Background: an optimization exercise with open tools, aiming at a short achievable clock period and few clock cycles. Do not read the settings as production practice. At most, simulation tests tie the RTL to the original design; equivalence was not proved. Power and IR drop assume default switching activity.

## the reference run
==> flow/design.v <==
module ks_add #(parameter W = 32)
	(input  [W-1:0] a, b,
	 input          cin,
	 output [W-1:0] s,
	 output         cout);
	localparam L = $clog2(W + 1);	 
	wire [W-1:0] p = a ^ b;
	wire [W:0]   g0 = {a & b, 1'b0} | {{W{1'b0}}, cin};	 
	wire [W:0]   p0 = {p, 1'b0};
	wire [W:0] G [0:L];
	wire [W:0] P [0:L];
	assign G[0] = g0;
	assign P[0] = p0;
	genvar k, i;
	generate
		for (k = 0; k < L; k = k + 1) begin : lv
			for (i = 0; i <= W; i = i + 1) begin : bt
				if (i >= (1 << k)) begin : op
					assign G[k+1][i] = G[k][i] | (P[k][i] & G[k][i - (1 << k)]);
					assign P[k+1][i] = P[k][i] & P[k][i - (1 << k)];
				end else begin : pass
					assign G[k+1][i] = G[k][i];
					assign P[k+1][i] = P[k][i];
				end
			end
		end
	endgenerate
	assign s    = p ^ G[L][W-1:0];
	assign cout = G[L][W];
endmodule
module booth_enc (input  [15:0] B,
		  output [7:0]  neg, one, two);
	wire [16:0] bb = {B, 1'b0};
	genvar i;
	generate
		for (i = 0; i < 8; i = i + 1) begin : g
			wire [2:0] d = bb[2*i +: 3];
			assign neg[i] = d[2];
			assign one[i] = d[1] ^ d[0];
			assign two[i] = (d == 3'b011) | (d == 3'b100);
		end
	endgenerate
endmodule
module mult_harris (input  [15:0] A,
		    input  [7:0]  neg, one, two,
		    output [31:0] S,
		    output [31:0] C);
	wire [31:0] asx = {{16{A[15]}}, A};
	reg  [31:0] pp [0:8];
	reg  [31:0] sel;
	integer i;
	always @(*) begin
		pp[8] = 32'b0;
		for (i = 0; i < 8; i = i + 1) begin
			sel = ({32{one[i]}} & asx) | ({32{two[i]}} & (asx << 1));
			if (neg[i]) sel = ~sel;
			pp[i] = sel << (2*i);
			pp[8][2*i] = neg[i];
		end
	end
	function [63:0] csa;
		input [31:0] x, y, z;
		reg [31:0] s, c;
		begin
			s = x ^ y ^ z;
			c = (x & y) | (x & z) | (y & z);
			csa = {s, c << 1};
		end
	endfunction
	wire [63:0] l1a = csa(pp[0], pp[1], pp[2]);
	wire [63:0] l1b = csa(pp[3], pp[4], pp[5]);
	wire [63:0] l1c = csa(pp[6], pp[7], pp[8]);
	wire [63:0] l2a = csa(l1a[63:32], l1a[31:0], l1b[63:32]);
	wire [63:0] l2b = csa(l1b[31:0], l1c[63:32], l1c[31:0]);
	wire [63:0] l3a = csa(l2a[63:32], l2a[31:0], l2b[63:32]);
	wire [63:0] l4a = csa(l3a[63:32], l3a[31:0], l2b[31:0]);
	assign S = l4a[63:32];
	assign C = l4a[31:0];
endmodule
module MIPS	(input		clk, reset_n,
		 output	[31:0]	imem_addr,
		 input	[31:0]	imem_data,
		 output	[31:0]	dmem_addr, dmem_wdata,
		 output		dmem_we,
		 input	[31:0]	dmem_rdata);
	reg  [31:0]	pc_f;
	reg  [31:0]	ia_f;		 
	reg		v_d;
	reg  [31:0]	ir_d, alt_d;	 
	reg		pred_d;
	reg  [31:0]	a_e, b_e, sd_e, alt_e;
	reg		fs_e;
	reg  [7:0]	bneg_e, bone_e, btwo_e;	 
	reg		wen_e, ld_e, st_e, mul_e, beq_e, bne_e, pred_e;
	reg  [4:0]	wdst_e;
	reg  [1:0]	sel_e;		 
	reg		sub_e;
	reg  [1:0]	lop_e;		 
	reg  [31:0]	res_m, sd_m, ms_m, mc_m;
	reg		wen_m, ld_m, st_m, mul_m;
	reg  [4:0]	wdst_m;
	reg  [31:0]	rf [1:31];
	wire [31:0]	mprod;
	wire		mprod_co;
	ks_add #(32) madd (.a(ms_m), .b(mc_m), .cin(1'b0), .s(mprod), .cout(mprod_co));
	wire [31:0]	wres  = ld_m ? dmem_rdata : (mul_m ? mprod : res_m);
	assign imem_addr  = ia_f;
	assign dmem_addr  = res_m;
	assign dmem_wdata = sd_m;
	assign dmem_we    = st_m;
	always @(posedge clk)
		if (wen_m)
			rf[wdst_m] <= wres;
	wire [5:0]	op    = ir_d[31:26];
	wire [5:0]	funct = ir_d[5:0];
	wire [4:0]	rs    = ir_d[25:21];
	wire [4:0]	rt    = ir_d[20:16];
	wire [4:0]	rd    = ir_d[15:11];
	wire [15:0]	imm   = ir_d[15:0];
	wire		is_r    = (op == 6'h00);
	wire		is_mul  = (op == 6'h3F);
	wire		is_addi = (op == 6'h08);
	wire		is_slti = (op == 6'h0A);
	wire		is_andi = (op == 6'h0C);
	wire		is_ori  = (op == 6'h0D);
	wire		is_xori = (op == 6'h0E);
	wire		is_lw   = (op == 6'h23);
	wire		is_sw   = (op == 6'h2B);
	wire		is_beq  = (op == 6'h04);
	wire		is_bne  = (op == 6'h05);
	wire		is_j    = (op == 6'h02);
	wire		sext    = is_addi | is_slti | is_lw | is_sw;
	wire		use_imm = sext | is_andi | is_ori | is_xori;
	wire		use_rs  = is_r | is_mul | use_imm | is_beq | is_bne;
	wire		use_rtb = is_r | is_mul | is_beq | is_bne;
	wire		wr      = is_r | is_mul | is_addi | is_slti | is_andi | is_ori | is_xori | is_lw;
	wire [4:0]	wdst    = (is_r | is_mul) ? rd : rt;
	wire		wen_d   = v_d & wr & (wdst != 5'd0);
	reg  [1:0]	sel_d, lop_d;
	reg		sub_d;
	always @(*) begin
		sel_d = 2'd0; sub_d = 1'b0; lop_d = 2'd0;
		if (is_r)
			case (funct)
				6'h22: sub_d = 1'b1;
				6'h24: begin sel_d = 2'd2; lop_d = 2'd0; end
				6'h25: begin sel_d = 2'd2; lop_d = 2'd1; end
				6'h27: begin sel_d = 2'd2; lop_d = 2'd2; end
				6'h26: begin sel_d = 2'd2; lop_d = 2'd3; end
				6'h2A: begin sel_d = 2'd1; sub_d = 1'b1; end
				default: ;
			endcase
		else if (is_slti) begin sel_d = 2'd1; sub_d = 1'b1; end
		else if (is_andi) begin sel_d = 2'd2; lop_d = 2'd0; end
		else if (is_ori)  begin sel_d = 2'd2; lop_d = 2'd1; end
		else if (is_xori) begin sel_d = 2'd2; lop_d = 2'd3; end
	end
	wire		fm_s = wen_m & (wdst_m == rs);
	wire		fm_t = wen_m & (wdst_m == rt);
	wire [31:0]	rs_val = (rs == 5'd0) ? 32'b0 : (fm_s ? wres : rf[rs]);
	wire [31:0]	rt_val = (rt == 5'd0) ? 32'b0 : (fm_t ? wres : rf[rt]);
	wire [31:0]	immx   = {(sext & imm[15]) ? 16'hFFFF : 16'h0000, imm};
	wire		fe_s = wen_e & (wdst_e == rs);
	wire		fe_t = wen_e & (wdst_e == rt);
	wire [15:0]	bm_d = fe_t ? res_e[15:0] : rt_val[15:0];
	wire [7:0]	bneg_d, bone_d, btwo_d;
	booth_enc benc (.B(bm_d), .neg(bneg_d), .one(bone_d), .two(btwo_d));
	wire		stall = v_d & (ld_e | mul_e) & ((use_rs & fe_s) | (use_rtb & fe_t));
	wire [31:0]	pcp1_f = pc_f + 32'd1;
	wire [5:0]	op_f   = imem_data[31:26];
	wire		j_f    = (op_f == 6'h02);
	wire		beq_f  = (op_f == 6'h04);
	wire		bne_f  = (op_f == 6'h05);
	wire		same_f = (imem_data[25:21] == imem_data[20:16]);
	wire		pred_f = j_f | (beq_f & (same_f | imem_data[15])) | (bne_f & ~same_f);
	wire [31:0]	btgt_f;
	wire		btgt_co;
	ks_add #(32) tadd (.a(pc_f), .b({{16{imem_data[15]}}, imem_data[15:0]}), .cin(1'b1), .s(btgt_f), .cout(btgt_co));
	wire [31:0]	tgt_f  = j_f ? {pcp1_f[31:26], imem_data[25:0]} : btgt_f;
	wire [31:0]	A = a_e;
	wire [31:0]	B = b_e;
	wire [31:0]	Bx = sub_e ? ~B : B;
	wire [32:0]	sum;
	ks_add #(32) aadd (.a(A), .b(Bx), .cin(sub_e), .s(sum[31:0]), .cout(sum[32]));
	wire		slt = sum[31] ^ ~sum[32];
	reg  [31:0]	logic_r;
	always @(*)
		case (lop_e)
			2'd0: logic_r = A & B;
			2'd1: logic_r = A | B;
			2'd2: logic_r = ~(A | B);
			default: logic_r = A ^ B;
		endcase
	wire [31:0]	res_e = (sel_e == 2'd2) ? logic_r :
				(sel_e == 2'd1) ? {31'b0, slt} : sum[31:0];
	wire		eq    = (A == B);
	wire		taken = (beq_e & eq) | (bne_e & ~eq);
	wire		mispredict = (beq_e | bne_e) & (taken ^ pred_e);
	wire [31:0]	ms_e, mc_e;
	mult_harris mult (.A(A[15:0]), .neg(bneg_e), .one(bone_e), .two(btwo_e), .S(ms_e), .C(mc_e));
	wire		take_tgt = pred_f & ~mispredict & ~stall;
	wire [31:0]	pc_other = mispredict ? alt_e : (stall ? pc_f : pcp1_f);
	wire [31:0]	pc_next  = take_tgt ? tgt_f : pc_other;
	always @(posedge clk)
		ia_f <= reset_n ? pc_next : 32'b0;
	always @(posedge clk, negedge reset_n)
		if (!reset_n) begin
			pc_f   <= 32'b0;
			v_d    <= 1'b0;
			wen_e  <= 1'b0; ld_e <= 1'b0; st_e <= 1'b0; mul_e <= 1'b0;
			beq_e  <= 1'b0; bne_e <= 1'b0;
			wen_m  <= 1'b0; ld_m <= 1'b0; st_m <= 1'b0; mul_m <= 1'b0;
		end else begin
			pc_f <= pc_next;
			if (mispredict)
				v_d <= 1'b0;
			else if (!stall)
				v_d <= 1'b1;
			if (mispredict | stall | ~v_d) begin
				wen_e <= 1'b0; ld_e <= 1'b0; st_e <= 1'b0; mul_e <= 1'b0;
				beq_e <= 1'b0; bne_e <= 1'b0;
			end else begin
				wen_e <= wen_d; ld_e <= is_lw; st_e <= is_sw; mul_e <= is_mul;
				beq_e <= is_beq; bne_e <= is_bne;
			end
			wen_m <= wen_e; ld_m <= ld_e; st_m <= st_e; mul_m <= mul_e;
		end
	always @(posedge clk) begin
		if (!stall && !mispredict) begin
			ir_d   <= imem_data;
			alt_d  <= pred_f ? pcp1_f : btgt_f;
			pred_d <= pred_f;
		end
		a_e    <= fe_s ? res_e : rs_val;
		b_e    <= (fe_t & ~use_imm) ? res_e : (use_imm ? immx : rt_val);
		sd_e   <= rt_val;
		fs_e   <= fe_t;
		bneg_e <= bneg_d;
		bone_e <= bone_d;
		btwo_e <= btwo_d;
		wdst_e <= wdst;
		sel_e  <= sel_d;
		sub_e  <= sub_d;
		lop_e  <= lop_d;
		pred_e <= pred_d;
		alt_e  <= alt_d;
		res_m  <= res_e;
		sd_m   <= fs_e ? wres : sd_e;
		ms_m   <= ms_e;
		mc_m   <= mc_e;
		wdst_m <= wdst_e;
	end
endmodule
==> flow/config.mk <==
export PLATFORM = sky130hd
export DESIGN_NAME = MIPS
export DESIGN_NICKNAME = MIPS
export VERILOG_FILES = /design/flow/design.v
export SDC_FILE = /design/flow/constraint.sdc
export NUM_CORES = 4
export LEC_CHECK = 0
export ABC_CLOCK_PERIOD_IN_PS = 3000
export CAP_MARGIN = 20
export CORE_MARGIN = 2
export CORE_UTILIZATION = 50
export SLEW_MARGIN = 20
export TNS_END_PERCENT = 100
==> flow/constraint.sdc <==
create_clock -name core_clock -period 11.5 [get_ports {clk}]
set_input_delay 2.3000 -clock core_clock [delete_from_list [all_inputs] [get_ports {clk}]]
set_output_delay 2.3000 -clock core_clock [all_outputs]
set_load 0.01 [all_outputs]
standard.sh (not shown) runs the stock make flow with config.mk's settings and CLKGATE_MAP_FILE= SYNTH_SCRIPT=/design/flow/synth_recipe.tcl, a recipe that flattens the netlist after the stock synthesis.
==> flow/flow/run.sh <==
#!/bin/bash
# Layout of the design: the standard flow (standard.sh) with different
# effort settings; the constraints (clock period, I/O delays, loads) are
# the standard flow's, unchanged.
#  - ports are buffered with buf_4 instead of the weakest buffer.
set -euo pipefail
bash standard.sh \
  SETUP_SLACK_MARGIN=8.3 \
  SETUP_MOVE_SEQUENCE=unbuffer,sizeup,swap,split \
  "BUFFER_PORTS_ARGS=-buffer_cell sky130_fd_sc_hd__buf_4" \
  finish > standard_flow.log 2>&1
What the trial run does differently from the reference run at the input level:
--- a/flow/design.v
+++ b/flow/design.v
@@ -1,12 +1,12 @@
 module ks_add #(parameter W = 32)
 	(input  [W-1:0] a, b,
 	 input          cin,
 	 output [W-1:0] s,
 	 output         cout);
-	localparam L = $clog2(W + 1);	 
+	localparam L = (W >= 64) ? 7 : (W >= 32) ? 6 : (W >= 16) ? 5 : (W >= 8) ? 4 : (W >= 4) ? 3 : 2;	 
 	wire [W-1:0] p = a ^ b;
 	wire [W:0]   g0 = {a & b, 1'b0} | {{W{1'b0}}, cin};	 
 	wire [W:0]   p0 = {p, 1'b0};
 	wire [W:0] G [0:L];
 	wire [W:0] P [0:L];
 	assign G[0] = g0;
==> summary.txt <==
From the reference run to the trial run, count of endpoints failing setup in the final report did not move at all. Highest cell delay on the worst timing path of the trial run is on par with the reference run. Re switching part of the total: no difference whatsoever between the trial run and the reference run. The trial run vs. the reference run: post-synthesis cell count comparable, register-to-register slack was more or less identical. Compared with the reference run, in the trial run aggregate routed wire length was more or less identical, worst hold margin was more or less identical, critical path data arrival time was more or less identical, proportion of power drawn by the clock network was more or less identical. Re met3 usage: no difference whatsoever between the trial run and the reference run. Reported for the trial run and the reference run, number of nets in the layout turned out identical to the last digit.
Testbench counts of the trial run, summed over its fixed seeds: cycles 28,736.
For the reference run, only the layout was checked, not whether the RTL still works.

* * *

MIPS, a different RTL version from the one above (not shown whole).
For scale: ~6800 cells after synthesis, ~99000 sq um of cells after synthesis.
Settings: LEC_CHECK=0, ABC_CLOCK_PERIOD_IN_PS=3000, CAP_MARGIN=20, CORE_MARGIN=2, CORE_UTILIZATION=50, SLEW_MARGIN=20, SYNTH_HIERARCHICAL=1, SYNTH_MINIMUM_KEEP_SIZE=0, TNS_END_PERCENT=100; clock period 11.5 ns.
Scripts as last shown in full above: flow/flow/run.sh
==> next run, changes <==
--- a/flow/design.v
+++ b/flow/design.v
@@ -195,17 +195,17 @@
 	booth_enc benc (.B(rt_val[15:0]), .neg(bneg_d), .one(bone_d), .two(btwo_d));
 	wire		stall = v_d & (((ld_e | mul_e) & ((use_rs & fe_s) | (use_rtb & fe_t))) | (is_mul & fe_t));
 	wire [31:0]	pcp1_f;
 	wire		pcp1_co;
 	ks_add #(32) inc (.a(pc_f), .b(32'b0), .cin(1'b1), .s(pcp1_f), .cout(pcp1_co));
 	wire		j_f    = (imem_data[31:26] == 6'h02);
 	wire [31:0]	btgt_f;
 	wire		btgt_co;
-	ks_add #(32) tadd (.a(pcp1_f), .b({{16{imem_data[15]}}, imem_data[15:0]}), .cin(1'b0), .s(btgt_f), .cout(btgt_co));
+	ks_add #(32) tadd (.a(pc_f), .b({{16{imem_data[15]}}, imem_data[15:0]}), .cin(1'b1), .s(btgt_f), .cout(btgt_co));
 	reg  [3:0]	hitv;
 	reg  [31:0]	hit_tgt, hit_word;
 	reg  [1:0]	hit_idx;
 	integer		bi;
 	always @(*) begin
 		hit_tgt = 32'b0; hit_word = 32'b0; hit_idx = 2'd0;
 		for (bi = 0; bi < 4; bi = bi + 1) begin
 			hitv[bi] = bt_v[bi] & (bt_tag[bi] == pc_f);
Maximum frequency rose by a little under a tenth.
Setup slack gets better by 330 ps.
Combinational power fell by a little under a tenth.
Power fell by a few percent.
Clock power stays flat.
Via count fell slightly.
Non-clock buffer count fell by 12.
Core utilization fell by 0.40 points.
Wire length is about the same.
Die area is unchanged.
Final area fell slightly.
First-iteration DRC count fell by roughly a tenth.
Sequential cell count is unchanged.
No run of this note included a check of the RTL's function; only the layout flow was run.

* * *

== run 1 ==
MIPS, a different RTL version from the one above (not shown whole).
Size in the first run: about 6800 cells after synthesis, ~160 I/O pins, about 99000 µm² of cells after synthesis.
clock: 11.5 ns
lec_check: 0
abc_clock_period_in_ps: 3000
cap_margin: 20
core_margin: 2
core_utilization: 50
slew_margin: 20
synth_hierarchical: 1
synth_minimum_keep_size: 0
tns_end_percent: 100
==> flow/flow/run.sh <==
#!/bin/bash
# Layout of the design: the standard flow (standard.sh) with different
# effort settings; the constraints (clock period, I/O delays, loads) are
# the standard flow's, unchanged.
#  - ports are buffered with buf_4 instead of the weakest buffer.
set -euo pipefail
bash standard.sh \
  SETUP_SLACK_MARGIN=8.6 \
  SETUP_MOVE_SEQUENCE=unbuffer,sizeup,swap,buffer,split \
  "BUFFER_PORTS_ARGS=-buffer_cell sky130_fd_sc_hd__buf_4" \
  finish > standard_flow.log 2>&1
Testbench counts of run 1, summed over its fixed seeds: cycles 28,914.
For run 2, these inputs were changed with respect to run 1:
--- a/flow/design.v
+++ b/flow/design.v
@@ -228,13 +228,13 @@
 	wire [31:0]	rtgt_d = pred_d ? btgt_d : pcp1_d;
 	wire [31:0]	alt_d  = pred_d ? pcp1_d : btgt_d;
 	wire		bt_ins = v_d & ~stall & ~is_j & pred_s & ~(bt_d & word_ok);
 	wire		bt_kill = v_d & ~stall & bt_d & ~word_ok;
 	wire [31:0]	A = a_e;
 	wire [31:0]	B = b_e;
-	wire [31:0]	Bx = sub_e ? ~B : B;
+	wire [31:0]	Bx = B;		 
 	wire [32:0]	sum;
 	wire [31:0]	carry;
 	ks_add #(32) aadd (.a(A), .b(Bx), .cin(sub_e), .s(sum[31:0]), .c(carry), .cout(sum[32]));
 	wire		p31 = A[31] ^ Bx[31];
 	wire		g31 = A[31] & Bx[31];
 	wire		slt = carry[31] ? (p31 ^ (g31 | p31)) : (p31 ^ ~g31);
@@ -317,13 +317,13 @@
 			pcp1_d <= pcp1_f;
 			bt_d   <= bhit & ~j_f;
 			bw_d   <= hit_word;
 			bi_d   <= hit_idx;
 		end
 		a_e    <= fe_s ? res_e : rs_val;
-		b_e    <= (fe_t & ~use_imm) ? res_e : (use_imm ? immx : rt_val);
+		b_e    <= {32{sub_d}} ^ ((fe_t & ~use_imm) ? res_e : (use_imm ? immx : rt_val));
 		sd_e   <= rt_val;
 		fs_e   <= fe_t;
 		bneg_e <= bneg_d;
 		bone_e <= bone_d;
 		btwo_e <= btwo_d;
 		wdst_e <= wdst;
==> summary.txt <==
Of run 1 and run 2, just one finished clean: run 1.
Although it ran to completion, run 2 produced a layout that fails the final checks because of capacitance limit, slew limit.
Across both runs, post-route cell area was higher for run 2 than for run 1.
Taking run 2 as 1.0, run 1 lands at 0.853 on number of ordinary and repair buffers in the finished layout.
Sort run 1 and run 2 by peak per-stage delay on the critical path asc -> top: run 1
Run 2 vs run 1, power density of the placed cells went up by 7.9 nW/µm².
In the metrics for run 1 and run 2, the one carrying the lower sequential share of power is run 2.
Going from run 1 to run 2, cell area after technology mapping essentially unchanged, total half-perimeter wirelength after legalization and detailed placement now sits lower, clock group total power has decreased, final cell count now sits higher, via-per-instance ratio rose by 0.19.
Area growth from synthesis to layout was lower in run 1 than in run 2.
Worst voltage drop across the vdd grid sits lower in run 2 than in run 1.
On ratio of final minimum period to clock period: between run 1 and run 2, it ends up lower for run 1.
Function not checked in run 2: the RTL went through the layout flow alone.

afterwards: timing with drivers on the ports:
Ports are ideal in the flow. The routed layouts listed here were re-timed in OpenROAD. Step 1 sets driving cells, clkbuf_16 on the clock port and buf_2 on the other inputs (assumed; they add their load-dependent delay and slew). Step 2 moves the port delays by t, midway between the first and last clock arrival at a register: inputs arrive t later, outputs are due t later. That takes back most of the time a late clock gives input paths. Three values: ideal, step 1, step 2; two values: the first two.
run | t, ns | setup slack, ns | worst register clock-pin slew, ns | cell pins on the clock port's net
the reference run | 0.893 | 7.375 / 7.419 / 6.526 | 0.07 / 0.07 | 1
the trial run | 0.893 | 7.375 / 7.419 / 6.526 | 0.07 / 0.07 | 1
the first run of note 2 | 0.971 | 7.245 / 7.245 / 6.724 | 0.07 / 0.07 | 1
the second run of note 2 | 0.960 | 7.571 / 7.571 / 6.863 | 0.07 / 0.07 | 1
run 1 | 0.941 | 7.789 / 7.699 / 7.447 | 0.07 / 0.07 | 1
run 2 | 0.966 | 6.962 / 6.962 / 6.962 | 0.08 / 0.08 | 1
